From an optimization exercise on the open Yosys and OpenROAD flow, aimed at a short achievable clock period and few clock cycles per item; shortcuts taken in it are not production practice. Function was checked by simulation only, so behaviour that the tests miss may differ from the original. Power and IR drop assume default switching activity.

===== config.mk =====
export PLATFORM = sky130hd
export DESIGN_NAME = OtterMemory
export DESIGN_NICKNAME = OtterMemory
export VERILOG_FILES = /design/flow/design.v
export SDC_FILE = /design/flow/constraint.sdc
export NUM_CORES = 4
export LEC_CHECK = 0
export ABC_CLOCK_PERIOD_IN_PS = 5000
export CAP_MARGIN = 20
export CORE_MARGIN = 2
export CORE_UTILIZATION = 40
export SETUP_SLACK_MARGIN = 5
export SLEW_MARGIN = 20

===== constraint.sdc =====
create_clock -name core_clock -period 12.0 [get_ports {MEM_CLK}]
set_input_delay 2.4000 -clock core_clock [delete_from_list [all_inputs] [get_ports {MEM_CLK}]]
set_output_delay 2.4000 -clock core_clock [all_outputs]
set_load 0.01 [all_outputs]

===== design.v =====
module OtterMemory (
    input MEM_RST,
    input MEM_CLK,
    input MEM_RDEN1,                 
    input MEM_RDEN2,                 
    input MEM_WE2,                   
    input [13:0] MEM_ADDR1,          
    input [31:0] MEM_ADDR2,          
    input [31:0] MEM_DIN2,           
    input [1:0] MEM_SIZE,            
    input MEM_SIGN,                  
    input [31:0] IO_IN,              
    output logic IO_WR,              
    output logic [31:0] MEM_DOUT1,   
    output logic [31:0] MEM_DOUT2,   
    output logic MEM_VALID1,
    output logic MEM_VALID2,
    output logic MM_RE,
    output logic MM_WE,
    output logic [13:0] MM_ADDR,
    output logic [31:0] MM_DIN,
    input [31:0] MM_DOUT,
    input MM_VALID
    );
    localparam K_I  = 2'd0;          
    localparam K_D  = 2'd1;
    localparam K_WB = 2'd2;
    logic [31:0] idat [0:63];
    logic [8:0]  itag [0:15];
    logic [15:0] ilv;                
    logic [63:0] iwv;                
    logic [7:0]  ilru;               
    logic [31:0] ddat [0:63];
    logic [8:0]  dtag [0:15];
    logic [15:0] dlv;
    logic [63:0] dwv;
    logic [15:0] ddirty;
    logic [7:0]  dlru;
    logic [127:0] wbuf;              
    logic        mb;                 
    logic [1:0]  mk;
    logic [11:0] mline;
    logic [1:0]  mctr, mcnt;
    logic        mway;
    logic        xfer;               
    logic [13:0] m_addr;             
    assign m_addr = {mline, mctr};
    assign xfer = MM_VALID && mb;
    logic [13:0] P;                  
    logic        ph, pway, pmiss;    
    logic [31:0] pw;                 
    logic        dact;               
    logic [15:0] dq_addr;
    logic        dq_we, dq_sign;
    logic [1:0]  dq_size;
    logic [31:0] dq_din;
    logic        dk_h0, dk_h1, dk_miss;
    logic        dk_vway, dk_vdirty;    
    logic [8:0]  dk_vtag;
    logic [31:0] dk_load;           
    function automatic logic [34:0] ilookup(input logic [13:0] a, input logic fwd, input logic fway,
                                     input logic [31:0] fword);
        logic [34:0] r;
        logic [2:0] s;
        logic m0, m1, h0, h1;
        s  = a[4:2];
        m0 = ilv[{1'b0, s}] && itag[{1'b0, s}] == a[13:5];
        m1 = ilv[{1'b1, s}] && itag[{1'b1, s}] == a[13:5];
        h0 = m0 && iwv[{1'b0, s, a[1:0]}];
        h1 = m1 && iwv[{1'b1, s, a[1:0]}];
        r[32] = !(m0 || m1);
        if (fwd) begin
            r[34] = 1'b1; r[33] = fway; r[31:0] = fword;
        end else begin
            r[34] = h0 || h1;
            r[33] = !h0;
            r[31:0] = h0 ? idat[{1'b0, s, a[1:0]}] : idat[{1'b1, s, a[1:0]}];
        end
        ilookup = r;
    endfunction
    function automatic logic [31:0] align(input logic [31:0] w, input logic [1:0] off,
                                          input logic [1:0] size, input logic uns);
        logic [31:0] r;
        case (size)
            2'd0: begin
                case (off)
                    2'd0: r = {{24{!uns && w[7]}},  w[7:0]};
                    2'd1: r = {{24{!uns && w[15]}}, w[15:8]};
                    2'd2: r = {{24{!uns && w[23]}}, w[23:16]};
                    default: r = {{24{!uns && w[31]}}, w[31:24]};
                endcase
            end
            2'd1: r = off[1] ? {{16{!uns && w[31]}}, w[31:16]} : {{16{!uns && w[15]}}, w[15:0]};
            default: r = w;
        endcase
        align = r;
    endfunction
    logic        i_mm, i_done, a_eq_p;
    logic [13:0] P1;
    logic [34:0] lk_p, lk_p1, lk_a, lk_n;
    always_comb begin
        a_eq_p = MEM_ADDR1 == P;
        i_mm   = MM_VALID && mb && mk == K_I && m_addr == P;
        i_done = MEM_RDEN1 && a_eq_p && (ph || i_mm);
        MEM_VALID1 = i_done;
        MEM_DOUT1  = ph ? pw : MM_DOUT;
        P1 = P + 14'd1;
        lk_p  = ilookup(P,  xfer && mk == K_I && m_addr == P,  mway, MM_DOUT);
        lk_p1 = ilookup(P1, xfer && mk == K_I && m_addr == P1, mway, MM_DOUT);
        lk_a  = ilookup(MEM_ADDR1, xfer && mk == K_I && m_addr == MEM_ADDR1, mway, MM_DOUT);
        if (i_done) lk_n = lk_p1;
        else if (MEM_RDEN1 && !a_eq_p) lk_n = lk_a;
        else lk_n = lk_p;
    end
    always_ff @(posedge MEM_CLK) begin
        if (i_done) P <= P1;
        else if (MEM_RDEN1 && !a_eq_p) P <= MEM_ADDR1;
        ph    <= lk_n[34] && !MEM_RST;
        pway  <= lk_n[33];
        pmiss <= lk_n[32];
        pw    <= lk_n[31:0];
    end
    logic        io, d_mm, d_hit, d_done, d_way;
    logic [2:0]  dsa;
    logic [1:0]  doa;
    logic        fwd_d;
    logic        h0n, h1n, m0n, m1n;
    logic [31:0] w0n, w1n;
    always_comb begin
        io = MEM_ADDR2[31:16] != 16'd0;
        IO_WR = MEM_WE2 && io;
        dsa = MEM_ADDR2[6:4];
        doa = MEM_ADDR2[3:2];
        fwd_d = xfer && mk == K_D && m_addr == MEM_ADDR2[15:2];
        m0n = dlv[{1'b0, dsa}] && dtag[{1'b0, dsa}] == MEM_ADDR2[15:7];
        m1n = dlv[{1'b1, dsa}] && dtag[{1'b1, dsa}] == MEM_ADDR2[15:7];
        h0n = m0n && dwv[{1'b0, dsa, doa}];
        h1n = m1n && dwv[{1'b1, dsa, doa}];
        w0n = ddat[{1'b0, dsa, doa}];
        w1n = ddat[{1'b1, dsa, doa}];
        if (fwd_d) begin
            if (mway) begin h1n = 1'b1; w1n = MM_DOUT; end
            else       begin h0n = 1'b1; w0n = MM_DOUT; end
        end
        d_hit  = dk_h0 || dk_h1;
        d_mm   = MM_VALID && dact && dq_we && mb && mk == K_D && m_addr == dq_addr[15:2];
        d_done = (dact && d_hit) || d_mm;
        d_way  = d_hit ? !dk_h0 : mway;
        MEM_VALID2 = io || d_done;
        MEM_DOUT2 = dact ? dk_load : IO_IN;
    end
    always_ff @(posedge MEM_CLK) begin
        dact    <= (MEM_RDEN2 || MEM_WE2) && !io && !d_done && !MEM_RST;
        dq_addr <= MEM_ADDR2[15:0];
        dq_we   <= MEM_WE2;
        dq_sign <= MEM_SIGN;
        dq_size <= MEM_SIZE;
        dq_din  <= MEM_DIN2;
        dk_h0   <= h0n;
        dk_h1   <= h1n;
        dk_miss <= !(m0n || m1n);
        dk_vway   <= dlru[dsa];
        dk_vdirty <= dlv[{dlru[dsa], dsa}] && ddirty[{dlru[dsa], dsa}];
        dk_vtag   <= dtag[{dlru[dsa], dsa}];
        dk_load <= align(h0n ? w0n : w1n, MEM_ADDR2[1:0], MEM_SIZE, MEM_SIGN);
    end
    logic [3:0]  st_be;
    logic [31:0] st_data;
    always_comb begin
        case (dq_size)
            2'd0: begin st_be = 4'b0001 << dq_addr[1:0]; st_data = {4{dq_din[7:0]}}; end
            2'd1: begin st_be = dq_addr[1] ? 4'b1100 : 4'b0011; st_data = {2{dq_din[15:0]}}; end
            default: begin st_be = 4'b1111; st_data = dq_din; end
        endcase
    end
    logic         d_need, i_need, d_go, i_go, w_go;
    logic [3:0]   dvl;               
    logic [2:0]   ms;                
    logic [127:0] wb_line;
    always_comb begin
        d_need = dact && dk_miss;
        i_need = pmiss && MEM_RDEN1 && a_eq_p;    
        dvl    = {dk_vway, dq_addr[6:4]};
        d_go   = !mb && d_need && !dk_vdirty;
        w_go   = !mb && d_need && dk_vdirty;
        i_go   = !mb && !d_need && i_need;
        MM_RE  = (mb ? mk != K_WB : d_go) || (!mb && !d_need && pmiss && MEM_RDEN1 && a_eq_p);
        MM_WE  = mb ? mk == K_WB : w_go;
        MM_ADDR = mb ? m_addr : d_go ? dq_addr[15:2] : w_go ? {dk_vtag, dq_addr[6:4], 2'b00} : P;
        MM_DIN = wbuf[32 * mctr +: 32];
        wb_line = {ddat[{dvl, 2'd3}], ddat[{dvl, 2'd2}], ddat[{dvl, 2'd1}], ddat[{dvl, 2'd0}]};
        ms = mline[2:0];
    end
    always_ff @(posedge MEM_CLK) begin
        if (MEM_RST) begin
            mb <= 1'b0;
        end else if (mb) begin
            if (xfer && mcnt == 2'd3) mb <= 1'b0;
        end else begin
            mb <= d_go || w_go || i_go;
        end
        if (mb) begin
            mctr <= mctr + {1'b0, xfer};
            mcnt <= mcnt + {1'b0, xfer};
        end else if (d_go) begin
            mk <= K_D; mline <= dq_addr[15:4]; mctr <= dq_addr[3:2]; mcnt <= 2'd0; mway <= dk_vway;
        end else if (w_go) begin
            mk <= K_WB; mline <= {dk_vtag, dq_addr[6:4]}; mctr <= 2'd0; mcnt <= 2'd0;
            wbuf <= wb_line;
        end else begin
            mk <= K_I; mline <= P[13:2]; mctr <= P[1:0]; mcnt <= 2'd0; mway <= ilru[P[4:2]];
        end
    end
    always_ff @(posedge MEM_CLK) begin
        if (MEM_RST) begin
            ilv  <= '0;
            ilru <= '0;
        end else begin
            if (i_go) begin
                ilv[{ilru[P[4:2]], P[4:2]}]  <= 1'b1;
                itag[{ilru[P[4:2]], P[4:2]}] <= P[13:5];
                for (int o = 0; o < 4; o++) iwv[{ilru[P[4:2]], P[4:2], o[1:0]}] <= 1'b0;
            end
            if (xfer && mk == K_I) begin
                idat[{mway, ms, mctr}] <= MM_DOUT;
                iwv[{mway, ms, mctr}]  <= 1'b1;
            end
            if (i_done) ilru[P[4:2]] <= ph ? !pway : !mway;
        end
    end
    always_ff @(posedge MEM_CLK) begin
        if (MEM_RST) begin
            dlv    <= '0;
            dlru   <= '0;
            ddirty <= '0;
        end else begin
            if (w_go) dlv[dvl] <= 1'b0;
            if (d_go) begin
                dlv[dvl]    <= 1'b1;
                dtag[dvl]   <= dq_addr[15:7];
                ddirty[dvl] <= 1'b0;
                for (int o = 0; o < 4; o++) dwv[{dvl, o[1:0]}] <= 1'b0;
            end
            if (xfer && mk == K_D) begin
                for (int b = 0; b < 4; b++)
                    ddat[{mway, ms, mctr}][8*b +: 8] <=
                        (d_mm && st_be[b]) ? st_data[8*b +: 8] : MM_DOUT[8*b +: 8];
                dwv[{mway, ms, mctr}] <= 1'b1;
            end
            if (d_done && d_hit && dq_we) begin
                for (int b = 0; b < 4; b++)
                    if (st_be[b]) ddat[{d_way, dq_addr[6:4], dq_addr[3:2]}][8*b +: 8] <= st_data[8*b +: 8];
            end
            if (d_done && dq_we) ddirty[{d_way, dq_addr[6:4]}] <= 1'b1;
            if (d_done) dlru[dq_addr[6:4]] <= !d_way;
        end
    end
endmodule

===== run.sh =====
#!/bin/bash
# synth_recipe.tcl (not shown) runs the flow's synth.tcl, then flattens the netlist and writes it again
# the make line also repeats each setting of config.mk as NAME=value (left out here)
make -C /OpenROAD-flow-scripts/flow DESIGN_CONFIG=/design/flow/config.mk WORK_HOME=/design/flow/orfs CLKGATE_MAP_FILE= SYNTH_SCRIPT=/design/flow/synth_recipe.tcl finish

==> metrics.log, run 1 <==
INFO  metric h-tree-depth = 6
INFO  metric die_w = 823.3 um
INFO  metric path_class = input pin to primary output
INFO  metric finalSetupViolCount = 0
INFO  metric timing.critical_path.slowest_cell_delay = 0.56 ns
INFO  metric worstMarginPinSlew = 1.367 ns
INFO  metric yosys_register_bits = 4876
INFO  metric clk_transition_reported_paths = 0.06 ns
INFO  metric first_iter_violations = 27670
INFO  metric final.setup.tns = 0 ns
INFO  metric power.static_leakage = 98.81 nW
INFO  metric netlist_instances = 15430
INFO  metric die_h = 823.3 um
INFO  metric setup_repair_after_global_routing_missed_its_margin = true
INFO  metric total_of_buffers_placed_on_input_and_output_ports = 265
INFO  metric worstSetupStartpoint = MEM_ADDR1[10]
INFO  metric hold_path.startpoint = ilru[5]
INFO  metric cts-root-to-sink-buffers = 4
INFO  metric die_area = 0.6778 sq mm
INFO  metric crit_slowest_cell = clkdlybuf4s50_1
INFO  metric max-cap-violations = 0
INFO  metric synth_ff_type = edfxtp_1
INFO  metric critical_path_arrival = 4.75 ns
INFO  metric initial_utilization = 40.19%
INFO  metric peakVddDrop = 0.1607 mV
INFO  metric synth.distinct_cells = 83
INFO  metric crit-reg2reg-launch = P[3]
INFO  metric detailedPlacementHpwl = 714800 um
INFO  metric finalWorstPathRequiredPeriod = 7.149 ns
INFO  metric cts_hold_repair.buffers = 0
INFO  metric drive_gt1_share = 36.43%
INFO  metric timing.final.hold_violations = 0
INFO  metric whs_path_depth = 2
INFO  metric fmaxAchievable = 0.1399 GHz
INFO  metric cts_made_buffers = 551
INFO  metric grt_first_pass_wirelength = 1483000 um
INFO  metric synth_seq_area_share = 53.76%
INFO  metric holdPathEnd = ilru[5]
INFO  metric r2r.worst_path.cells = 14
INFO  metric end_kind = primary output
INFO  metric timing.hold.worst.class = flop to flop
INFO  metric worst_ep_required_time = 9.60 ns
INFO  metric vias = 176900
INFO  metric rows = 300
INFO  metric gr-usage-all-layers = 31.63%
INFO  metric worst_skew_pair.late_latency = 1.12 ns
INFO  metric crit_path_max_fo = 6
INFO  metric grt_start_max_net_pins = 132
INFO  metric run_status = complete, no violations
INFO  metric wl_per_cell = 44.26 um
INFO  metric tritoncts = done
INFO  metric area_delta_synth_final = 12.38%
INFO  metric yosys_warnings = 1
INFO  metric antenna_found_initial = 143
INFO  metric rrSetupSlack = 5.26 ns
INFO  metric residual_drc = 0
INFO  metric final_min_period_over_clock_period = 59.57%
INFO  metric post_synth_instance_area = 0.2685 sq mm
INFO  metric postRouteWirelength = 1102000 um
INFO  metric grt_pass1_vias = 168000
INFO  metric gp_routability_congestion = 0.9769
INFO  metric start_kind = input pin
INFO  metric regToRegEndpoint = pw[14]
INFO  metric relSlewSlack = 8.617%
INFO  metric synth_enable_flop_cells = 4669
INFO  metric power.total = 41.68 mW
INFO  metric n_fill_cell = 57300
INFO  metric final_net_count = 15560
INFO  metric drtPass1Iterations = 9
INFO  metric cts_num_sinks = 4876
INFO  metric final.setup_skew = 0.04105 ns
INFO  metric ant_nets = 0
INFO  metric report.final.slew_viol_count = 0
INFO  metric grt_total_ovfl = 0
INFO  metric synth-async-reset-ratio = 0%
INFO  metric avgViaCountPerCell = 7.101
INFO  metric synth_area_per_inst = 17.40 sq um
INFO  metric cts_root_buffer = clkbuf_16
INFO  metric design.portCount = 266
INFO  metric core_area = 0.6681 sq mm
INFO  metric power_per_cell_area = 138.1 mW/mm^2
INFO  metric synth_nets = 15610
INFO  metric crit_chain = clkdlybuf4s15_2, xor2_1, nor4_2, nand4_1, buf_4, nor2_4, nand2_2, nor3b_4, nand2b_4, clkdlybuf4s50_1
[power breakdown]
part	switching [mW]	total, mW	internal [mW]	leakage [nW]
clock network	7.50	17.2	9.73	8.72
registers	0.205	18.9	18.7	43.8
logic	3.24	5.52	2.29	46.3
[how the worst max path moves through the flow]
stage	end	slack (ns)	cells after the start
after detailed placement	MM_RE	3.67	9
final	MM_RE	4.85	10
after global placement	MM_RE	3.53	9
after global routing	MM_RE	4.76	10
after floorplan	MM_RE	5.16	11
after CTS	MM_RE	4.82	10
[sequential cells by signal, indices dropped and copies added (netlist names), 32 cells and up, named ones only]
name,cells
dwv,64
ddat,2048
dtag,144
idat,2048
dk_load,32
wbuf,128
iwv,64
itag,144
dq_din,32
pw,32
[through the flow]
step	instance area [sq um]	worst slack (ns)	std cells	hold slack, ns	util, %
final	301700	4.851	24910	0.4633	45.16
after global routing	301400	4.759	24760	0.4868	45.11
after CTS	301100	4.816	24730	0.4641	45.06
after detailed placement	283100	3.674	23720	0.4542	42.36
after global placement	283000	3.535	23720	0.4418	42.35
after floorplan	268500	5.159	15430	0.4289	-
[logic make-up (layout without fill, tap and decap cells)]
group / Yosys count / count (layout) / share of synthesized area [%]
AO/OA/AOI/OAI: 1143 / 1144 / 2.666
XOR/XNOR: 169 / 169 / 0.5513
adder cells (fa/ha/maj): 24 / 24 / 0.1118
buffers and inverters: 1573 / 1964 / 2.281
flip-flops: 4876 / 4876 / 53.76
multiplexers: 5900 / 5900 / 37.79
other: 0 / 176 / 0
AND/OR/NAND/NOR: 1745 / 1745 / 2.839
[worst max-delay path, delay by kind of cell]
family                 cells  cell delay [ns]
AND/OR/NAND/NOR            6             1.12
XOR/XNOR                   1             0.19
buffers and inverters      3             1.03
[cell usage after synthesis, drive strengths merged (62+ instances only)]
cell / n / share of area [%]
edfxtp: 4669 / 52
mux4: 3324 / 28
mux2i: 1944 / 7.3
nor3: 87 / 0.18
mux2: 632 / 2.7
clkbuf: 1117 / 1.6
buf: 404 / 0.65
xnor2: 104 / 0.34
dfxtp: 207 / 1.5
a221oi: 62 / 0.20
nand3: 102 / 0.19
a21oi: 270 / 0.50
a22oi: 190 / 0.53
xor2: 65 / 0.21
nand2: 875 / 1.2
o21ai: 373 / 0.70
nor2: 412 / 0.58
[routing by layer]
layer | vias to the layer above | share of wire, % | global-route usage (%)
met5 | - | 0.048 | 0
li1 | 65220 | - | -
met2 | 14900 | 44 | 46.67
met4 | 82 | 7.3 | 19.60
met1 | 93610 | 34 | 39.67
met3 | 3042 | 14 | 11.63
[layout by cell type, fill, tap and decap left out, types with 25 or more instances in the layout]
cell / count
xnor2_1: 100
diode_2: 176
mux2_2: 623
and2_1: 46
nor3_1: 67
nor2_2: 56
mux2i_4: 25
a22oi_1: 190
a21oi_1: 257
a221oi_1: 62
nand4_1: 32
buf_4: 622
clkinv_1: 102
buf_12: 34
a32oi_1: 30
o21ai_0: 224
clkbuf_1: 114
bufinv_16: 42
o22ai_1: 40
xor2_1: 65
nor2_4: 68
nand3_1: 101
clkinv_2: 89
nand2_1: 863
dfxtp_1: 186
nor2_1: 288
o21ai_1: 116
mux2i_1: 1907
inv_1: 36
clkdlybuf4s50_1: 210
nor4_1: 28
clkbuf_16: 568
and3_1: 26
a211oi_1: 48
edfxtp_1: 4669
nand2b_1: 32
buf_2: 25
mux4_2: 3322
[layout make-up]
type                            count  area [sq um]  share of cell area, %
Antenna cell                      176         440.4                 0.1460
Clock buffer                      698         14850                  4.922
Clock inverter                    296          2997                 0.9932
Inverter                           52         226.5                0.07506
Multi-Input combinational cell   8982        119700                  39.68
Sequential cell                  4876        144400                  47.86
Tap cell                         8909         11150                  3.694
Timing Repair Buffer              918          7953                  2.636
[timing repair]
action,CTS,global route
buffers inserted,9,0
pin swaps,9,1
resized for setup,42,13
setup endpoints to repair,8,10
gates cloned,1,1
Testbench counts, summed over its fixed seeds: cycles 414,706, instrs 80,000.
==> run 2, diff against run 1 <==
==> flow/run.sh (new file) <==
#!/bin/bash
set -euo pipefail
bash standard.sh SETUP_SLACK_MARGIN=6.5 finish > make_finish.log 2>&1
==> standard.sh (new file) <==
#!/bin/bash
# synth_recipe.tcl (not shown) runs the flow's synth.tcl, then flattens the netlist and writes it again
# the make line also repeats each setting of config.mk as NAME=value (left out here)
make -C /OpenROAD-flow-scripts/flow DESIGN_CONFIG=/design/flow/config.mk WORK_HOME=/design/flow/orfs CLKGATE_MAP_FILE= SYNTH_SCRIPT=/design/flow/synth_recipe.tcl "${@:-finish}"
--- a/config.mk
+++ b/config.mk
@@ -9,5 +9,4 @@
 export CAP_MARGIN = 20
 export CORE_MARGIN = 2
 export CORE_UTILIZATION = 40
-export SETUP_SLACK_MARGIN = 5
 export SLEW_MARGIN = 20
removed: run.sh
==> metrics.log, run 2 <==
INFO  metric setup_repair_after_global_routing_missed_its_margin = true
INFO  metric area_share_of_the_largest_cell_type_after_synthesis = 52.22%
INFO  metric initial_utilization = 40.19%
INFO  metric worst_ep_required_time = 9.60 ns
INFO  metric dominant_cell_type_by_area_after_synthesis = edfxtp_1
INFO  metric timing.critical_path.slowest_cell_delay = 0.26 ns
INFO  metric crit_chain = clkbuf_8, xor2_1, nor2_1, nand4_1, buf_6, nor2_4, nand2_4, nor3b_4, nand2b_4, buf_6
INFO  metric yosys_warnings = 1
INFO  metric antenna_found_initial = 145
INFO  metric cts_hold_repair.buffers = 0
INFO  metric tritoncts = done
INFO  metric worst_hold_slack = 0.4751 ns
INFO  metric switchingPower = 10.99 mW
INFO  metric cts_root_buffer = clkbuf_16
INFO  metric rrSetupSlack = 6.22 ns
INFO  metric ant_nets = 0
INFO  metric final.setup.tns = 0 ns
INFO  metric final_net_count = 15640
INFO  metric layout.cell_area.non_filler = 0.3046 sq mm
INFO  metric post_synth_instance_area = 0.2685 sq mm
INFO  metric seq_power_share = 44.9%
INFO  metric timing.final.hold_violations = 0
INFO  metric report.final.slew_viol_count = 0
INFO  metric vias = 176200
INFO  metric postRouteWirelength = 1102000 um
INFO  metric layout.cells.most_common = edfxtp_1
INFO  metric finalSetupViolCount = 0
INFO  metric timing.hold.worst.class = flop to flop
INFO  metric worstMarginPinSlew = 1.343 ns
INFO  metric power_per_cell_area = 138.0 mW/mm^2
INFO  metric design.portCount = 266
INFO  metric cts_num_sinks = 4876
INFO  metric cts-root-to-sink-buffers = 4
INFO  metric detailedPlacementHpwl = 708800 um
INFO  metric start_kind = input pin
INFO  metric avgViaCountPerCell = 7.066
INFO  metric grt_pass1_vias = 168300
INFO  metric synth_seq_area_share = 53.76%
INFO  metric rows = 300
INFO  metric placement.setup.worst_slack = 3.653 ns
INFO  metric die_w = 823.3 um
INFO  metric path_class = input pin to primary output
INFO  metric drive_gt1_share = 37.74%
INFO  metric cp_num_buf_inv = 3
INFO  metric critical_path_arrival = 4.14 ns
INFO  metric total_of_buffers_placed_on_input_and_output_ports = 265
INFO  metric area_delta_synth_final = 13.46%
INFO  metric synth_area_per_inst = 17.40 sq um
INFO  metric core_area = 0.6681 sq mm
INFO  metric synth_ff_type = edfxtp_1
INFO  metric final_cell_mix = 4669 x edfxtp_1, 3322 x mux4_2, 1886 x mux2i_1
INFO  metric finalWorstPathRequiredPeriod = 6.541 ns
INFO  metric final.setup_skew = 0.06214 ns
INFO  metric die_area = 0.6778 sq mm
INFO  metric drtPass1Iterations = 8
INFO  metric grt_total_ovfl = 0
INFO  metric top_regs = ddat: 2048 flops, idat: 2048 flops
INFO  metric gp_routability_congestion = 0.9800
INFO  metric fin_util = 45.59%
INFO  metric h-tree-depth = 6
INFO  metric setup_ws = 5.459 ns
INFO  metric worst_path_dominant_cell_family = simple AND/OR/NAND/NOR gates
INFO  metric first_iter_violations = 28570
INFO  metric gr-usage-all-layers = 31.63%
INFO  metric final_min_period_over_clock_period = 54.51%
INFO  metric worst_skew_pair.late_latency = 1.12 ns
INFO  metric clkPwrFrac = 41.6%
INFO  metric synth_most_common_cell = edfxtp_1
INFO  metric peakVddDrop = 0.1627 mV
INFO  metric run_status = complete, no violations
INFO  metric crit_path_max_fo = 31
INFO  metric synth_nets = 15610
INFO  metric synth.area.top_cells = edfxtp_1 52%, mux4_2 28%, mux2i_1 7.2%
INFO  metric wl_per_cell = 44.20 um
INFO  metric relSlewSlack = 10.37%
INFO  metric grt_start_max_net_pins = 119
INFO  metric die_h = 823.3 um
INFO  metric clk_transition_reported_paths = 0.06 ns
INFO  metric placed_area = 0.2830 sq mm
INFO  metric synth.distinct_cells = 83
INFO  metric netlist_instances = 15430
INFO  metric fmaxAchievable = 0.1529 GHz
INFO  metric p_int = 31.06 mW
INFO  metric power.static_leakage = 100.4 nW
INFO  metric grt_first_pass_wirelength = 1482000 um
INFO  metric yosys_register_bits = 4876
INFO  metric synth_enable_flop_cells = 4669
INFO  metric residual_drc = 0
INFO  metric synth_common_cells = 4669 x edfxtp_1, 3322 x mux4_2, 1942 x mux2i_1
INFO  metric power_switching_share = 26.13%
INFO  metric synth-async-reset-ratio = 0%
INFO  metric cts_made_buffers = 559
INFO  metric crit_path_frequent_cell = buf_6
INFO  metric end_kind = primary output
INFO  metric crit_slowest_cell = clkbuf_8
INFO  metric p_comb_share = 13.4%
INFO  metric max-cap-violations = 0
## run 2: layout make-up
type	instances	area (sq um)
repair inverters	1	5.005
well taps	8909	11150
clock inverters	297	3332
multi-input cells	8983	120400
repair buffers	991	9866
clock buffers	713	14930
diodes	118	295.3
flip-flops and latches	4876	144400
inverters	52	267.8
fillers	57210	363500
## run 2: final timing paths
kind                            cells past startpoint      endpoint         start
worst min register to register                      2       ilru[5]       ilru[5]
worst min-delay path                                2       ilru[5]       ilru[5]
worst max register to register                      8  ddat[55][13]          mway
worst max-delay path                               10         MM_RE  MEM_ADDR1[3]
## run 2: per-stage QoR
step | cells | power (mW)
2_1_floorplan | 15430 | 22.58
3_3_place_gp | 23710 | 24.61
3_5_place_dp | 23710 | 24.62
4_1_cts | 24810 | 41.95
5_1_grt | 24830 | 42.89
6_report | 24940 | 42.05
## run 2: worst register-to-register path: stages, from the launching register on
cell,delay (ns)
edfxtp_1,0.32
buf_4,0.45
nor2_1,0.15
nor2_1,0.27
buf_4,0.31
nand3_1,0.92
nor2_2,1.47
nand2_1,0.80
nand2_1,0.69
## run 2: repair_timing
item,CTS,global route
gates cloned,23,3
pin swaps,27,10
endpoints found under the setup margin,4049,132
resized for setup,827,138
buffers inserted,69,3
## run 2: cells by family after synthesis
logic type,count (synthesis),synth area share (%)
flops,4876,53.76
simple gates,1745,2.839
mux,5900,37.79
xor+xnor,169,0.5513
buf+inv,1573,2.281
compound gates,1143,2.666
fa+ha+maj,24,0.1118
## run 2: power by group through the flow
stage          Sequential (mW)  Combinational, mW  Clock, mW
6_report                  18.9               5.64       17.5
5_1_grt                   18.9               5.81       18.2
4_1_cts                   18.9               5.50       17.6
3_5_place_dp              19.2               5.37          0
3_3_place_gp              19.2               5.36          0
2_1_floorplan             19.1               3.46          0
## run 2: routing by layer
layer | GRT usage, % | up-vias | part of all wire, %
met5 | 0.02825 | - | 0.079
li1 | - | 65390 | -
met4 | 18.95 | 98 | 7.3
met3 | 11.39 | 3040 | 14
met2 | 47.43 | 13920 | 45
met1 | 39.44 | 93770 | 34
==> run 3, diff against run 2 <==
--- a/design.v
+++ b/design.v
@@ -37,6 +37,7 @@
     logic [15:0] ddirty;
     logic [7:0]  dlru;
     logic [127:0] wbuf;              
+    logic [31:0]  mdin;              
     logic        mb;                 
     logic [1:0]  mk;
     logic [11:0] mline;
@@ -47,14 +48,20 @@
     assign m_addr = {mline, mctr};
     assign xfer = MM_VALID && mb;
     logic [13:0] P;                  
+    logic        preq;               
+    logic        i_pre, d_pre;       
     logic        ph, pway, pmiss;    
     logic [31:0] pw;                 
+    logic        sel;                
+    logic [13:0] Pa, Pb;
+    logic [34:0] lkA, lkB;           
+    logic        ipa, ipb;           
     logic        dact;               
     logic [15:0] dq_addr;
     logic        dq_we, dq_sign;
     logic [1:0]  dq_size;
     logic [31:0] dq_din;
-    logic        dk_h0, dk_h1, dk_miss;
+    logic        dk_h0, dk_hit, dk_miss;
     logic        dk_vway, dk_vdirty;    
     logic [8:0]  dk_vtag;
     logic [31:0] dk_load;           
@@ -96,29 +103,33 @@
         align = r;
     endfunction
     logic        i_mm, i_done, a_eq_p;
-    logic [13:0] P1;
-    logic [34:0] lk_p, lk_p1, lk_a, lk_n;
-    always_comb begin
+    logic [13:0] P1, PB;
+    logic [34:0] lk_cur, lk_p1, lk_b;
+    always_comb begin
+        P      = sel ? Pa : Pb;
+        lk_cur = sel ? lkA : lkB;
+        ph     = lk_cur[34];
+        pway   = lk_cur[33];
+        pmiss  = lk_cur[32];
+        pw     = lk_cur[31:0];
+        i_pre  = sel ? ipa : ipb;
         a_eq_p = MEM_ADDR1 == P;
-        i_mm   = MM_VALID && mb && mk == K_I && m_addr == P;
+        i_mm   = MM_VALID && i_pre;
         i_done = MEM_RDEN1 && a_eq_p && (ph || i_mm);
         MEM_VALID1 = i_done;
         MEM_DOUT1  = ph ? pw : MM_DOUT;
         P1 = P + 14'd1;
-        lk_p  = ilookup(P,  xfer && mk == K_I && m_addr == P,  mway, MM_DOUT);
+        PB = MEM_RDEN1 ? MEM_ADDR1 : P;
         lk_p1 = ilookup(P1, xfer && mk == K_I && m_addr == P1, mway, MM_DOUT);
-        lk_a  = ilookup(MEM_ADDR1, xfer && mk == K_I && m_addr == MEM_ADDR1, mway, MM_DOUT);
-        if (i_done) lk_n = lk_p1;
-        else if (MEM_RDEN1 && !a_eq_p) lk_n = lk_a;
-        else lk_n = lk_p;
-    end
-    always_ff @(posedge MEM_CLK) begin
-        if (i_done) P <= P1;
-        else if (MEM_RDEN1 && !a_eq_p) P <= MEM_ADDR1;
-        ph    <= lk_n[34] && !MEM_RST;
-        pway  <= lk_n[33];
-        pmiss <= lk_n[32];
-        pw    <= lk_n[31:0];
+        lk_b  = ilookup(PB, xfer && mk == K_I && m_addr == PB, mway, MM_DOUT);
+    end
+    always_ff @(posedge MEM_CLK) begin
+        sel  <= i_done;
+        Pa   <= P1;
+        Pb   <= PB;
+        lkA  <= {lk_p1[34] && !MEM_RST, lk_p1[33:0]};
+        lkB  <= {lk_b[34] && !MEM_RST, lk_b[33:0]};
+        preq <= MEM_RDEN1 && !i_done && !MEM_RST;
     end
     logic        io, d_mm, d_hit, d_done, d_way;
     logic [2:0]  dsa;
@@ -142,9 +153,9 @@
             if (mway) begin h1n = 1'b1; w1n = MM_DOUT; end
             else       begin h0n = 1'b1; w0n = MM_DOUT; end
         end
-        d_hit  = dk_h0 || dk_h1;
-        d_mm   = MM_VALID && dact && dq_we && mb && mk == K_D && m_addr == dq_addr[15:2];
-        d_done = (dact && d_hit) || d_mm;
+        d_hit  = dk_hit;
+        d_mm   = MM_VALID && d_pre;
+        d_done = d_hit || d_mm;              
         d_way  = d_hit ? !dk_h0 : mway;
         MEM_VALID2 = io || d_done;
         MEM_DOUT2 = dact ? dk_load : IO_IN;
@@ -156,8 +167,8 @@
         dq_sign <= MEM_SIGN;
         dq_size <= MEM_SIZE;
         dq_din  <= MEM_DIN2;
-        dk_h0   <= h0n;
-        dk_h1   <= h1n;
+        dk_h0   <= h0n;    
+        dk_hit  <= (h0n || h1n) && (MEM_RDEN2 || MEM_WE2) && !io && !d_done && !MEM_RST;
         dk_miss <= !(m0n || m1n);
         dk_vway   <= dlru[dsa];
         dk_vdirty <= dlv[{dlru[dsa], dsa}] && ddirty[{dlru[dsa], dsa}];
@@ -177,39 +188,47 @@
     logic [3:0]   dvl;               
     logic [2:0]   ms;                
     logic [127:0] wb_line;
+    logic        mb_n, mway_n;
+    logic [1:0]  mk_n, mctr_n, mcnt_n;
+    logic [11:0] mline_n;
     always_comb begin
         d_need = dact && dk_miss;
-        i_need = pmiss && MEM_RDEN1 && a_eq_p;    
+        i_need = preq && pmiss;
         dvl    = {dk_vway, dq_addr[6:4]};
         d_go   = !mb && d_need && !dk_vdirty;
         w_go   = !mb && d_need && dk_vdirty;
         i_go   = !mb && !d_need && i_need;
-        MM_RE  = (mb ? mk != K_WB : d_go) || (!mb && !d_need && pmiss && MEM_RDEN1 && a_eq_p);
+        MM_RE  = mb ? mk != K_WB : (d_go || i_go);
         MM_WE  = mb ? mk == K_WB : w_go;
         MM_ADDR = mb ? m_addr : d_go ? dq_addr[15:2] : w_go ? {dk_vtag, dq_addr[6:4], 2'b00} : P;
-        MM_DIN = wbuf[32 * mctr +: 32];
+        MM_DIN = mdin;
         wb_line = {ddat[{dvl, 2'd3}], ddat[{dvl, 2'd2}], ddat[{dvl, 2'd1}], ddat[{dvl, 2'd0}]};
         ms = mline[2:0];
-    end
-    always_ff @(posedge MEM_CLK) begin
-        if (MEM_RST) begin
-            mb <= 1'b0;
-        end else if (mb) begin
-            if (xfer && mcnt == 2'd3) mb <= 1'b0;
-        end else begin
-            mb <= d_go || w_go || i_go;
-        end
-        if (mb) begin
-            mctr <= mctr + {1'b0, xfer};
-            mcnt <= mcnt + {1'b0, xfer};
-        end else if (d_go) begin
-            mk <= K_D; mline <= dq_addr[15:4]; mctr <= dq_addr[3:2]; mcnt <= 2'd0; mway <= dk_vway;
-        end else if (w_go) begin
-            mk <= K_WB; mline <= {dk_vtag, dq_addr[6:4]}; mctr <= 2'd0; mcnt <= 2'd0;
-            wbuf <= wb_line;
-        end else begin
-            mk <= K_I; mline <= P[13:2]; mctr <= P[1:0]; mcnt <= 2'd0; mway <= ilru[P[4:2]];
-        end
+        mk_n = mk; mline_n = mline; mway_n = mway;
+        mctr_n = mctr + {1'b0, xfer};
+        mcnt_n = mcnt + {1'b0, xfer};
+        if (MEM_RST)  mb_n = 1'b0;
+        else if (mb)  mb_n = !(xfer && mcnt == 2'd3);
+        else          mb_n = d_go || w_go || i_go;
+        if (!mb) begin
+            mcnt_n = 2'd0;
+            if (d_go) begin
+                mk_n = K_D; mline_n = dq_addr[15:4]; mctr_n = dq_addr[3:2]; mway_n = dk_vway;
+            end else if (w_go) begin
+                mk_n = K_WB; mline_n = {dk_vtag, dq_addr[6:4]}; mctr_n = 2'd0;
+            end else begin
+                mk_n = K_I; mline_n = P[13:2]; mctr_n = P[1:0]; mway_n = ilru[P[4:2]];
+            end
+        end
+    end
+    always_ff @(posedge MEM_CLK) begin
+        mb <= mb_n; mk <= mk_n; mline <= mline_n; mctr <= mctr_n; mcnt <= mcnt_n; mway <= mway_n;
+        if (w_go) wbuf <= wb_line;
+        mdin <= w_go ? wb_line[31:0] : wbuf[32 * mctr_n +: 32];
+        ipa   <= mb_n && mk_n == K_I && {mline_n, mctr_n} == P1;
+        ipb   <= mb_n && mk_n == K_I && {mline_n, mctr_n} == PB;
+        d_pre <= mb_n && mk_n == K_D && {mline_n, mctr_n} == MEM_ADDR2[15:2] && MEM_WE2
+                 && !io && !d_done && !MEM_RST;
     end
     always_ff @(posedge MEM_CLK) begin
         if (MEM_RST) begin
==> metrics.log, run 3 <==
INFO  metric netlist_instances = 17490
INFO  metric synth.area.top_cells = edfxtp_1 55%, mux4_2 23%, nand2_1 3.5%
INFO  metric drive_gt1_share = 27.56%
INFO  metric top_regs = ddat: 2048 flops, idat: 2048 flops
INFO  metric peakVddDrop = 0.1601 mV
INFO  metric postRouteWirelength = 1079000 um
INFO  metric power_per_cell_area = 149.3 mW/mm^2
INFO  metric grt_pass1_vias = 166600
INFO  metric synth_seq_area_share = 57.96%
INFO  metric gp_routability_congestion = 1.003
INFO  metric wl_per_cell = 40.89 um
INFO  metric synth_area_per_inst = 14.38 sq um
INFO  metric yosys_register_bits = 4957
INFO  metric die_area = 0.6348 sq mm
INFO  metric design.portCount = 266
INFO  metric drtPass1Iterations = 9
INFO  metric cts_num_sinks = 4957
INFO  metric grt_total_ovfl = 0
INFO  metric die_w = 796.8 um
INFO  metric worst_ep_required_time = 9.60 ns
INFO  metric post_synth_instance_area = 0.2514 sq mm
INFO  metric power.static_leakage = 92.61 nW
INFO  metric initial_utilization = 40.09%
INFO  metric avgViaCountPerCell = 6.792
INFO  metric start_kind = input pin
INFO  metric grt_start_max_net_pins = 138
INFO  metric worstMarginPinSlew = 1.287 ns
INFO  metric finalSetupViolCount = 0
INFO  metric grt_first_pass_wirelength = 1438000 um
INFO  metric total_of_buffers_placed_on_input_and_output_ports = 265
INFO  metric synth_common_cells = 4641 x edfxtp_1, 2558 x mux4_2, 2373 x nand2_1
INFO  metric timing.hold.worst.class = flop to flop
INFO  metric fmaxAchievable = 0.1710 GHz
INFO  metric final.setup_skew = 0.1033 ns
INFO  metric core_area = 0.6270 sq mm
INFO  metric rrSetupSlack = 6.36 ns
INFO  metric max-cap-violations = 0
INFO  metric worst_skew_pair.late_latency = 1.16 ns
INFO  metric cts_root_buffer = clkbuf_16
INFO  metric first_iter_violations = 32710
INFO  metric die_h = 796.8 um
INFO  metric detailedPlacementHpwl = 676900 um
INFO  metric cts-root-to-sink-buffers = 4
INFO  metric residual_drc = 0
INFO  metric synth.distinct_cells = 80
INFO  metric layout.cells.most_common = edfxtp_1
INFO  metric rows = 291
INFO  metric ant_nets = 0
INFO  metric setup_repair_after_global_routing_missed_its_margin = true
INFO  metric dominant_cell_type_by_area_after_synthesis = edfxtp_1
INFO  metric worst_hold_slack = 0.4592 ns
INFO  metric vias = 179200
INFO  metric antenna_found_initial = 128
INFO  metric layout.cells.non_filler = 26380
INFO  metric h-tree-depth = 6
INFO  metric end_kind = primary output
INFO  metric timing.final.hold_violations = 0
INFO  metric run_status = complete, no violations
INFO  metric relSlewSlack = 13.70%
INFO  metric fin_util = 45.97%
INFO  metric final_cell_mix = 4641 x edfxtp_1, 2558 x mux4_2, 2327 x nand2_1
INFO  metric cts_made_buffers = 559
INFO  metric area_share_of_the_largest_cell_type_after_synthesis = 55.44%
INFO  metric final_min_period_over_clock_period = 48.74%
INFO  metric yosys_warnings = 1
INFO  metric path_class = input pin to primary output
INFO  metric synth_ff_type = edfxtp_1
INFO  metric final_net_count = 17660
INFO  metric synth_most_common_cell = edfxtp_1
INFO  metric report.final.slew_viol_count = 0
INFO  metric clk_transition_reported_paths = 0.06 ns
INFO  metric synth-async-reset-ratio = 0%
INFO  metric power.total = 43.03 mW
INFO  metric tritoncts = done
INFO  metric synth_enable_flop_cells = 4641
INFO  metric place_inst = 25090
INFO  metric synth_nets = 17660
INFO  metric crit_path_max_fo = 7
INFO  metric critical_path_arrival = 3.45 ns
INFO  metric finalWorstPathRequiredPeriod = 5.849 ns
INFO  metric area_delta_synth_final = 14.66%
INFO  metric final.setup.tns = 0 ns
INFO  metric gr-usage-all-layers = 32.85%
==> run 3: repair_timing <==
action / CTS / global route
setup endpoints to repair: 3037 / 349
buffers inserted: 96 / 38
hold buffers: 0 / 0
resized for setup: 886 / 218
pin swaps: 25 / 14
gates cloned: 39 / 12
==> run 3: kinds of logic (layout without fill, tap and decap cells) <==
kind of cell | count (synthesis) | count (layout) | share of synthesized area, %
flops | 4957 | 4957 | 57.96
simple gates | 4569 | 4571 | 7.346
compound gates | 3141 | 3141 | 6.949
mux | 2899 | 2906 | 24.32
buf+inv | 1729 | 2175 | 2.714
xor+xnor | 168 | 168 | 0.5988
fa+ha+maj | 24 | 24 | 0.1195
other cells | 0 | 89 | 0
==> run 3: final timing paths <==
check,startpoint,end,depth (start not counted)
worst max-delay path,MM_VALID,MEM_VALID1,6
worst min-delay path,dlru[1],dlru[1],2
worst max register to register,sel,lkA[3],14
worst min register to register,dlru[1],dlru[1],2
==> run 3: area by class of cell <==
cell class | instances | area, sq um
well taps | 8350 | 10450
clock buffers | 724 | 15200
multi-input cells | 10810 | 102200
repair inverters | 1 | 8.758
repair buffers | 1062 | 10860
flip-flops and latches | 4957 | 145800
inverters | 98 | 478.0
diodes | 89 | 222.7
clock inverters | 290 | 3089
fillers | 54260 | 338800
==> run 3: layer usage <==
layer  GRT usage, %  up-vias  share of wire [%]
met2          48.63    15440                 44
met1          39.85    91120                 33
met5         0.8318        -               0.14
li1               -    69030                  -
met3          13.13     3473                 15
met4          21.32      119                8.1
==> run 3: per-stage QoR <==
stage	area, sq um	setup slack (ns)
floorplan	251900	6.448
global placement	264800	4.042
detailed placement	264900	4.027
CTS	286900	6.144
global route	288100	6.096
finish	288200	6.151
==> run 3: power breakdown <==
part           switching (mW)  internal (mW)
registers               0.244           19.1
logic                    3.83           2.34
clock network            7.56           9.99
total                    11.6           31.4
==> run 3: critical path: stages <==
cell and delay (ns):
buf_6 0.19, nand2_2 0.11, a2111oi_4 0.37, nand3_2 0.15, inv_4 0.12, buf_6 0.10
Testbench counts of run 3, summed over its fixed seeds: cycles 416,325, instrs 80,000.
==> run 4, diff against run 3 <==
--- a/design.v
+++ b/design.v
@@ -65,6 +65,7 @@
     logic        dk_vway, dk_vdirty;    
     logic [8:0]  dk_vtag;
     logic [31:0] dk_load;           
+    logic        dm_w;
     function automatic logic [34:0] ilookup(input logic [13:0] a, input logic fwd, input logic fway,
                                      input logic [31:0] fword);
         logic [34:0] r;
@@ -158,7 +159,8 @@
         d_done = d_hit || d_mm;              
         d_way  = d_hit ? !dk_h0 : mway;
         MEM_VALID2 = io || d_done;
-        MEM_DOUT2 = dact ? dk_load : IO_IN;
+        for (int i = 0; i < 32; i++)
+            MEM_DOUT2[i] = (!dact && IO_IN[i]) || (dk_hit && dk_load[i]) || (dm_w && MM_DOUT[i]);
     end
     always_ff @(posedge MEM_CLK) begin
         dact    <= (MEM_RDEN2 || MEM_WE2) && !io && !d_done && !MEM_RST;
@@ -173,6 +175,8 @@
         dk_vway   <= dlru[dsa];
         dk_vdirty <= dlv[{dlru[dsa], dsa}] && ddirty[{dlru[dsa], dsa}];
         dk_vtag   <= dtag[{dlru[dsa], dsa}];
+        dm_w    <= (MEM_RDEN2 || MEM_WE2) && !io && !d_done && !MEM_RST && !(h0n || h1n)
+                   && MEM_SIZE == 2'd2;
         dk_load <= align(h0n ? w0n : w1n, MEM_ADDR2[1:0], MEM_SIZE, MEM_SIGN);
     end
     logic [3:0]  st_be;
@@ -227,8 +231,8 @@
         mdin <= w_go ? wb_line[31:0] : wbuf[32 * mctr_n +: 32];
         ipa   <= mb_n && mk_n == K_I && {mline_n, mctr_n} == P1;
         ipb   <= mb_n && mk_n == K_I && {mline_n, mctr_n} == PB;
-        d_pre <= mb_n && mk_n == K_D && {mline_n, mctr_n} == MEM_ADDR2[15:2] && MEM_WE2
-                 && !io && !d_done && !MEM_RST;
+        d_pre <= mb_n && mk_n == K_D && {mline_n, mctr_n} == MEM_ADDR2[15:2]
+                 && (MEM_WE2 || (MEM_RDEN2 && MEM_SIZE == 2'd2)) && !io && !d_done && !MEM_RST;
     end
     always_ff @(posedge MEM_CLK) begin
         if (MEM_RST) begin
@@ -263,7 +267,7 @@
             if (xfer && mk == K_D) begin
                 for (int b = 0; b < 4; b++)
                     ddat[{mway, ms, mctr}][8*b +: 8] <=
-                        (d_mm && st_be[b]) ? st_data[8*b +: 8] : MM_DOUT[8*b +: 8];
+                        (d_mm && dq_we && st_be[b]) ? st_data[8*b +: 8] : MM_DOUT[8*b +: 8];
                 dwv[{mway, ms, mctr}] <= 1'b1;
             end
             if (d_done && d_hit && dq_we) begin
--- a/config.mk
+++ b/config.mk
@@ -8,5 +8,5 @@
 export ABC_CLOCK_PERIOD_IN_PS = 5000
 export CAP_MARGIN = 20
 export CORE_MARGIN = 2
-export CORE_UTILIZATION = 40
+export CORE_UTILIZATION = 50
 export SLEW_MARGIN = 20
==> metrics.log, run 4 <==
INFO  metric die_w = 712.6 um
INFO  metric crit_path_frequent_cell = buf_12
INFO  metric area_share_of_the_largest_cell_type_after_synthesis = 55.51%
INFO  metric critical_path_arrival = 3.62 ns
INFO  metric synth.distinct_cells = 81
INFO  metric path_class = input pin to primary output
INFO  metric ant_nets = 0
INFO  metric cts_num_sinks = 4958
INFO  metric avgViaCountPerCell = 7.099
INFO  metric power_per_cell_area = 148.0 mW/mm^2
INFO  metric grt_total_ovfl = 0
INFO  metric area.sequential = 0.1458 sq mm
INFO  metric max-cap-violations = 0
INFO  metric multi_input_comb_area = 0.1012 sq mm
INFO  metric synth_common_cells = 4641 x edfxtp_1, 2610 x mux4_2, 2177 x nand2_1
INFO  metric worstMarginPinSlew = 1.258 ns
INFO  metric power.static_leakage = 92.93 nW
INFO  metric timing.critical_path.slowest_cell_delay = 0.66 ns
INFO  metric finalSetupViolCount = 0
INFO  metric postRouteWirelength = 1004000 um
INFO  metric synth.area.top_cells = edfxtp_1 56%, mux4_2 23%, nand2_1 3.3%
INFO  metric synth_seq_area_share = 58.04%
INFO  metric area_delta_synth_final = 14.18%
INFO  metric seq_power_share = 45.3%
INFO  metric start_kind = input pin
INFO  metric synth_enable_flop_cells = 4641
INFO  metric yosys_warnings = 1
INFO  metric final_cell_mix = 4641 x edfxtp_1, 2610 x mux4_2, 2153 x nand2_1
INFO  metric setup_repair_after_global_routing_missed_its_margin = true
INFO  metric detailedPlacementHpwl = 618600 um
INFO  metric cp_num_buf_inv = 3
INFO  metric end_kind = primary output
INFO  metric antenna_found_initial = 107
INFO  metric peakVddDrop = 0.1638 mV
INFO  metric n_fill_cell = 38800
INFO  metric residual_drc = 0
INFO  metric p_comb_share = 13.7%
INFO  metric synth_area_per_inst = 14.64 sq um
INFO  metric setup_ws = 5.978 ns
INFO  metric grt_start_max_net_pins = 146
INFO  metric dominant_cell_type_by_area_after_synthesis = edfxtp_1
INFO  metric crit_slowest_cell = a22oi_2
INFO  metric cts-root-to-sink-buffers = 4
INFO  metric clkPwrFrac = 41.0%
INFO  metric timing.hold.worst.class = flop to flop
INFO  metric design.portCount = 266
INFO  metric synth-async-reset-ratio = 0%
INFO  metric final_min_period_over_clock_period = 50.18%
INFO  metric final.setup.tns = 0 ns
INFO  metric report.final.slew_viol_count = 0
INFO  metric gp_routability_congestion = 0.9753
INFO  metric p_int = 31.48 mW
INFO  metric worst_skew_pair.late_latency = 1.12 ns
INFO  metric rows = 260
INFO  metric fmaxAchievable = 0.1661 GHz
INFO  metric initial_utilization = 50.15%
INFO  metric cts_made_buffers = 552
INFO  metric grt_first_pass_wirelength = 1357000 um
INFO  metric synth_ff_type = edfxtp_1
INFO  metric wl_per_cell = 41.03 um
INFO  metric worst_path_dominant_cell_family = compound AO/OA/AOI/OAI gates
INFO  metric timing.final.hold_violations = 0
INFO  metric post_synth_instance_area = 0.2511 sq mm
INFO  metric final.setup_skew = 0.06445 ns
INFO  metric tritoncts = done
INFO  metric relSlewSlack = 16.14%
INFO  metric clk_transition_reported_paths = 0.06 ns
INFO  metric worst_ep_required_time = 9.60 ns
INFO  metric netlist_instances = 17150
INFO  metric yosys_register_bits = 4958
INFO  metric grt_pass1_vias = 162600
INFO  metric first_iter_violations = 29900
INFO  metric drtPass1Iterations = 8
INFO  metric finalWorstPathRequiredPeriod = 6.022 ns
INFO  metric layout.cells.most_common = edfxtp_1
INFO  metric switchingPower = 10.96 mW
INFO  metric cts_root_buffer = clkbuf_16
INFO  metric run_status = complete, no violations
INFO  metric power_switching_share = 25.82%
INFO  metric synth_most_common_cell = edfxtp_1
INFO  metric top_regs = ddat: 2048 flops, idat: 2048 flops
INFO  metric die_area = 0.5078 sq mm
INFO  metric h-tree-depth = 6
INFO  metric vias = 173800
INFO  metric core_area = 0.5007 sq mm
INFO  metric cts_hold_repair.buffers = 0
INFO  metric synth_nets = 17330
INFO  metric final_net_count = 17440
INFO  metric total_of_buffers_placed_on_input_and_output_ports = 265
INFO  metric placement.setup.worst_slack = 3.753 ns
INFO  metric crit_chain = buf_12, buf_12, a22oi_2, o21ai_1, buf_2
INFO  metric gr-usage-all-layers = 38.78%
INFO  metric drive_gt1_share = 28.30%
INFO  metric crit_path_max_fo = 2
INFO  metric die_h = 712.6 um
run 4: changes by cell type after synthesis, sizes merged, moves of 33 or more:
cell,previous run,this run
nand2,2373,2177
nor2,1550,1490
mux4,2558,2610
clkbuf,1214,1166
mux2,72,117
mux2i,269,311
nand3,262,225
a211oi,82,46
o21ai,1461,1426
a221o,34,1
run 4: worst reg2reg max path: cells and delay by family, from the launching register on:
kind,cells,cell delay (ns)
buf+inv,2,1.14
flops,1,0.32
compound gates,1,0.94
simple gates,4,2.82
run 4: area by class of cell:
class | count | area share [%]
sequential | 4958 | 50.85
multi-input combinational | 10480 | 35.29
clock buffer | 732 | 5.324
timing repair buffer | 1139 | 4.320
tap | 6681 | 2.916
clock inverter | 265 | 1.001
inverter | 134 | 0.2208
antenna | 87 | 0.07594
run 4: repair_timing:
item | 4_1_cts | 5_1_grt
pin swaps | 46 | 29
setup buffers | 124 | 41
gates cloned | 63 | 15
setup endpoints to repair | 3100 | 434
gates resized for setup | 981 | 145
run 4: cells by family after synthesis:
logic type / Yosys count / synth area share (%)
DFF: 4958 / 58.04
and+or+nand+nor: 4219 / 6.759
muxes: 3038 / 25.21
AOI/OAI and AO/OA: 3013 / 6.539
buffers and inverters: 1728 / 2.733
xor gates and xnor gates: 174 / 0.6070
adders and majority gates: 24 / 0.1196
run 4: metal layers:
metal,vias to the layer above,share of wire (%),GRT usage (%)
met5,-,0.11,0.1791
met4,92,8.2,25.41
met3,3012,14,13.63
met2,14140,44,57.40
met1,88350,33,48.59
li1,68180,-,-
run 4: stage by stage:
step / instance area (sq um) / utilization [%] / hold WS [ns] / instances / power (mW)
2_1_floorplan: 251400 / - / 0.4289 / 17150 / 22.98
3_3_place_gp: 262100 / 52.35 / 0.4407 / 23140 / 24.92
3_5_place_dp: 262200 / 52.37 / 0.4536 / 23150 / 24.95
4_1_cts: 285200 / 56.97 / 0.4616 / 24330 / 42.23
5_1_grt: 286500 / 57.22 / 0.4894 / 24410 / 43.30
6_report: 286700 / 57.26 / 0.4615 / 24480 / 42.44
run 4: final timing paths:
kind / from / endpoint / slack [ns] / depth (start not counted)
setup reg to reg: mway / ddat[33][26] / 6.37 / 7
hold reg to reg: ilv[12] / ilv[12] / 0.46 / 2
setup / recovery: MM_DOUT[8] / MEM_DOUT2[8] / 5.98 / 5
hold / removal: ilv[12] / ilv[12] / 0.46 / 2
run 4: power by group through the flow:
stage | Clock, mW | Sequential, mW | Combinational, mW
2_1_floorplan | 0 | 19.5 | 3.49
3_3_place_gp | 0 | 19.6 | 5.36
3_5_place_dp | 0 | 19.6 | 5.39
4_1_cts | 17.4 | 19.2 | 5.64
5_1_grt | 18.0 | 19.2 | 6.03
6_report | 17.4 | 19.2 | 5.83
Testbench counts of run 4, summed over its fixed seeds: cycles 412,779, instrs 80,000.

-- afterwards: timing with drivers on the ports --
Ports are ideal in the flow. The routed layouts listed here were re-timed in OpenROAD.
Step 1: set_driving_cell puts a clkbuf_16 on MEM_CLK and a buf_2 on each other input, an assumption about the parent block.
Step 2 times the ports against the registers' clock, not the clock port: input delays grow and output delays shrink by t, the midpoint of the rising clock arrivals with the driver on.
a / b / c = ideal ports / drivers / drivers and shift; a / b = the first two.
run | t (ns) | slack for setup (ns) | worst setup path after step 2 | slew at the worst register clock pin (ns)
run 1 | 1.234 | 4.851 / 4.703 / 4.065 | input to register | 0.08 / 0.08
run 2 | 1.226 | 5.459 / 5.269 / 5.113 | input to register | 0.07 / 0.07
run 3 | 1.242 | 6.151 / 6.081 / 5.132 | input to register | 0.07 / 0.07
run 4 | 1.222 | 5.978 / 5.897 / 5.084 | input to register | 0.07 / 0.07
After both steps setup and hold are still met in every run listed. For run 3, which loses most, drivers alone change the setup slack by -0.070 ns; drivers and shift together by -1.019 ns.
